Background: an optimization exercise with open tools, aiming at small area. Do not read the settings as production practice.
In this exercise RTL edits were held to simulation tests only and were not proved equivalent to the original.
No activity file was given, so power comes from the tool's default toggle rates.

Setup of fjord:
// Convolution3x3
module Convolution3x3 (
    input clk,
    input rst_n,
    input [71:0] input_patch,
    input [71:0] kernel,
    input [7:0] bias,
    output reg [9:0] output_pixel
);
  wire [71:0] px = input_patch;
  wire [71:0] kx = kernel;
  wire [7:0] bx = bias;
  wire pp0_0_0 = ~(px[0] & kx[0]);
  wire pp0_0_1 = ~(px[0] & kx[1]);
  wire pp0_0_2 = ~(px[0] & kx[2]);
  wire pp0_0_3 = ~(px[0] & kx[3]);
  wire pp0_0_4 = ~(px[0] & kx[4]);
  wire pp0_0_5 = ~(px[0] & kx[5]);
  wire pp0_0_6 = ~(px[0] & kx[6]);
  wire pp0_0_7 = ~(px[0] & kx[7]);
  wire pp0_1_0 = ~(px[1] & kx[0]);
  wire pp0_1_1 = ~(px[1] & kx[1]);
  wire pp0_1_2 = ~(px[1] & kx[2]);
  wire pp0_1_3 = ~(px[1] & kx[3]);
  wire pp0_1_4 = ~(px[1] & kx[4]);
  wire pp0_1_5 = ~(px[1] & kx[5]);
  wire pp0_1_6 = ~(px[1] & kx[6]);
  wire pp0_2_0 = ~(px[2] & kx[0]);
  wire pp0_2_1 = ~(px[2] & kx[1]);
  wire pp0_2_2 = ~(px[2] & kx[2]);
  wire pp0_2_3 = ~(px[2] & kx[3]);
  wire pp0_2_4 = ~(px[2] & kx[4]);
  wire pp0_2_5 = ~(px[2] & kx[5]);
  wire pp0_3_0 = ~(px[3] & kx[0]);
  wire pp0_3_1 = ~(px[3] & kx[1]);
  wire pp0_3_2 = ~(px[3] & kx[2]);
  wire pp0_3_3 = ~(px[3] & kx[3]);
  wire pp0_3_4 = ~(px[3] & kx[4]);
  wire pp0_4_0 = ~(px[4] & kx[0]);
  wire pp0_4_1 = ~(px[4] & kx[1]);
  wire pp0_4_2 = ~(px[4] & kx[2]);
  wire pp0_4_3 = ~(px[4] & kx[3]);
  wire pp0_5_0 = ~(px[5] & kx[0]);
  wire pp0_5_1 = ~(px[5] & kx[1]);
  wire pp0_5_2 = ~(px[5] & kx[2]);
  wire pp0_6_0 = ~(px[6] & kx[0]);
  wire pp0_6_1 = ~(px[6] & kx[1]);
  wire pp0_7_0 = ~(px[7] & kx[0]);
  ...
export LEC_CHECK = 0
export CAP_MARGIN = 20
export CORE_MARGIN = 2
export CORE_UTILIZATION = 40
export CTS_BUF_LIST = sky130_fd_sc_hd__clkbuf_2
export SLEW_MARGIN = 20
export SYNTH_HIERARCHICAL = 1
export SYNTH_MINIMUM_KEEP_SIZE = 0
create_clock -name core_clock -period 10.0 [get_ports {clk}]
standard.sh (not shown) runs the stock make flow with config.mk's settings and CLKGATE_MAP_FILE= SYNTH_SCRIPT=/design/flow/synth_recipe.tcl, a recipe that flattens the netlist after the stock synthesis.
==> flow/flow/run.sh <==
#!/bin/bash
# Standard ORFS layout (the standard.sh, standard synthesis unchanged), with every
# input and output port buffered by the smallest buffer, sky130_fd_sc_hd__buf_1.
set -euo pipefail
bash standard.sh "BUFFER_PORTS_ARGS=-buffer_cell sky130_fd_sc_hd__buf_1" finish > standard_sh.log 2>&1
### fjord -> xenon
- clearing CTS_BUF_LIST, which used to be sky130_fd_sc_hd__clkbuf_2
==> flow/run.sh (new file) <==
#!/bin/bash
# synth_recipe.tcl (not shown) runs the flow's synth.tcl, then flattens the netlist and writes it again
# the make line also repeats each setting of config.mk as NAME=value (left out here)
make -C /OpenROAD-flow-scripts/flow DESIGN_CONFIG=/design/flow/config.mk WORK_HOME=/design/flow/orfs CLKGATE_MAP_FILE= SYNTH_SCRIPT=/design/flow/synth_recipe.tcl finish
removed: flow/flow/run.sh
removed: flow/standard.sh
Notes after the runs:
xenon finished end to end and its layout was clean on timing, DRC and antenna.
fjord ended with every stage complete and zero timing, DRC or antenna violations.
Sequential fraction of total cell area sits lower in xenon than in fjord.
Taking fjord as the reference, in xenon final routed wirelength across all metal layers now sits higher; area after synthesis now sits at about the same level; final non-filler cell area now sits higher.
From xenon to fjord, filler-free cell count of the finished design did not move at all.
xenon falls short of fjord in time the worst path needs with I/O delays and setup.
The part of the total power dissipated in the clock network number comes out higher for xenon vs fjord.
As far as count of cells resized by post-cts repair goes, xenon and fjord are indistinguishable; the numbers are identical.
Non-clock buffer count across xenon and fjord: no real change.
[compare] base=fjord new=xenon: placed wire-length estimate up 9.8%, global-route total usage across every layer up 2.6 points.


Another version of the RTL of Convolution3x3 (not shown whole).
Size: about 680 cells after synthesis, roughly 160 I/O pins.
Settings: LEC_CHECK=0, CAP_MARGIN=20, CORE_MARGIN=2, CORE_UTILIZATION=40, CTS_BUF_LIST=sky130_fd_sc_hd__clkbuf_8, SLEW_MARGIN=20, SYNTH_HIERARCHICAL=1, SYNTH_MINIMUM_KEEP_SIZE=0; clock period 10.0 ns.
==> flow/flow/run.sh <==
#!/bin/bash
# Standard ORFS layout (the standard.sh, standard synthesis unchanged), with every
# input and output port buffered by the smallest buffer, sky130_fd_sc_hd__buf_1.
set -euo pipefail
bash standard.sh "BUFFER_PORTS_ARGS=-buffer_cell sky130_fd_sc_hd__buf_1" finish > standard_sh.log 2>&1
==> next run, changes <==
Settings changed: CTS_BUF_LIST sky130_fd_sc_hd__clkbuf_8 to sky130_fd_sc_hd__clkbuf_4.
Routed wire length is about the same.
Global-route usage hardly moves.
Design area barely changes.
Combinational power barely changes.
Via count hardly moves.
Total power falls slightly.
==> next run, changes <==
==> flow/flow/run.sh (replaced) <==
#!/bin/bash
set -euo pipefail
bash standard.sh "BUFFER_PORTS_ARGS=-buffer_cell sky130_fd_sc_hd__buf_1" "CTS_ARGS=-buf_list sky130_fd_sc_hd__clkbuf_4 -repair_clock_nets" finish > standard_sh.log 2>&1
Settings changed: CTS_BUF_LIST sky130_fd_sc_hd__clkbuf_4 to sky130_fd_sc_hd__clkbuf_2.
Result:
- worst setup slack is unchanged
- routed wire length does not change
- combinational power stays flat
- via count does not change
==> next run, changes <==
==> flow/flow/run.sh (replaced) <==
#!/bin/bash
# Standard ORFS layout (the standard.sh, standard synthesis unchanged), with every
# input and output port buffered by the smallest buffer, sky130_fd_sc_hd__buf_1.
set -euo pipefail
bash standard.sh "BUFFER_PORTS_ARGS=-buffer_cell sky130_fd_sc_hd__buf_1" finish > standard_sh.log 2>&1
What happened:
- The changed run produced a clean layout
- non-clock buffer count is unchanged
- cell count stays the same
- worst setup slack degrades by 0.014 ns
- wire length stays flat
==> next run, changes <==
==> flow/run.sh (new file) <==
#!/bin/bash
# synth_recipe.tcl (not shown) runs the flow's synth.tcl, then flattens the netlist and writes it again
# the make line also repeats each setting of config.mk as NAME=value (left out here)
make -C /OpenROAD-flow-scripts/flow DESIGN_CONFIG=/design/flow/config.mk WORK_HOME=/design/flow/orfs CLKGATE_MAP_FILE= SYNTH_SCRIPT=/design/flow/synth_recipe.tcl finish
removed: flow/flow/run.sh
removed: flow/standard.sh
Result:
- The new run finished with timing, DRC and antenna clean
- via count is higher by 0.70%
- fmax fell by 3.7%
- power climbs by 2.7%
- wire length went up by 17%
- worst hold slack improved by 0.37 ns
- final cell count does not change
- final area climbs by 14%
- clock-buffer cell count is unchanged
- global-route usage went up by 3.9 points
- synthesized cell count is unchanged
- die area is unchanged

## what the ideal ports hide
Ports are ideal in the flow. The routed layouts listed here were re-timed in OpenROAD. Step 1, drivers: a clkbuf_16 drives clk and a buf_2 each remaining input, both assumed. Step 2 adds t to the input delays and takes it off the output delays; t is the mean of the earliest and latest rising clock arrival at the registers after step 1. Input paths then give back, and output paths get back, about the clock's delay inside the block. Three values: ideal ports, drivers, drivers and shift; two values: the first two.
run | t (ns) | setup WS [ns] | hold slack, ns | worst setup path after step 2 | pins driven straight from the clock port
fjord | 0.256 | 2.295 / 2.291 / 2.035 | 1.671 / 1.673 / 1.929 | input to register | 1
xenon | 0.251 | 1.763 / 1.766 / 1.515 | 2.052 / 2.052 / 2.303 | input to register | 1
the first run of note 2 | 0.247 | 3.182 / 3.179 / 2.931 | 2.107 / 2.112 / 2.359 | input to register | 1
the second run of note 2 | 0.262 | 3.193 / 3.187 / 2.926 | 2.092 / 2.100 / 2.361 | input to register | 1
the third run of note 2 | 0.262 | 3.193 / 3.187 / 2.926 | 2.092 / 2.100 / 2.361 | input to register | 1
the fourth run of note 2 | 0.238 | 3.178 / 3.172 / 2.934 | 2.109 / 2.117 / 2.355 | input to register | 1
the fifth run of note 2 | 0.241 | 2.913 / 2.905 / 2.664 | 2.483 / 2.489 / 2.730 | input to register | 1
After both steps every run listed still meets setup and hold.
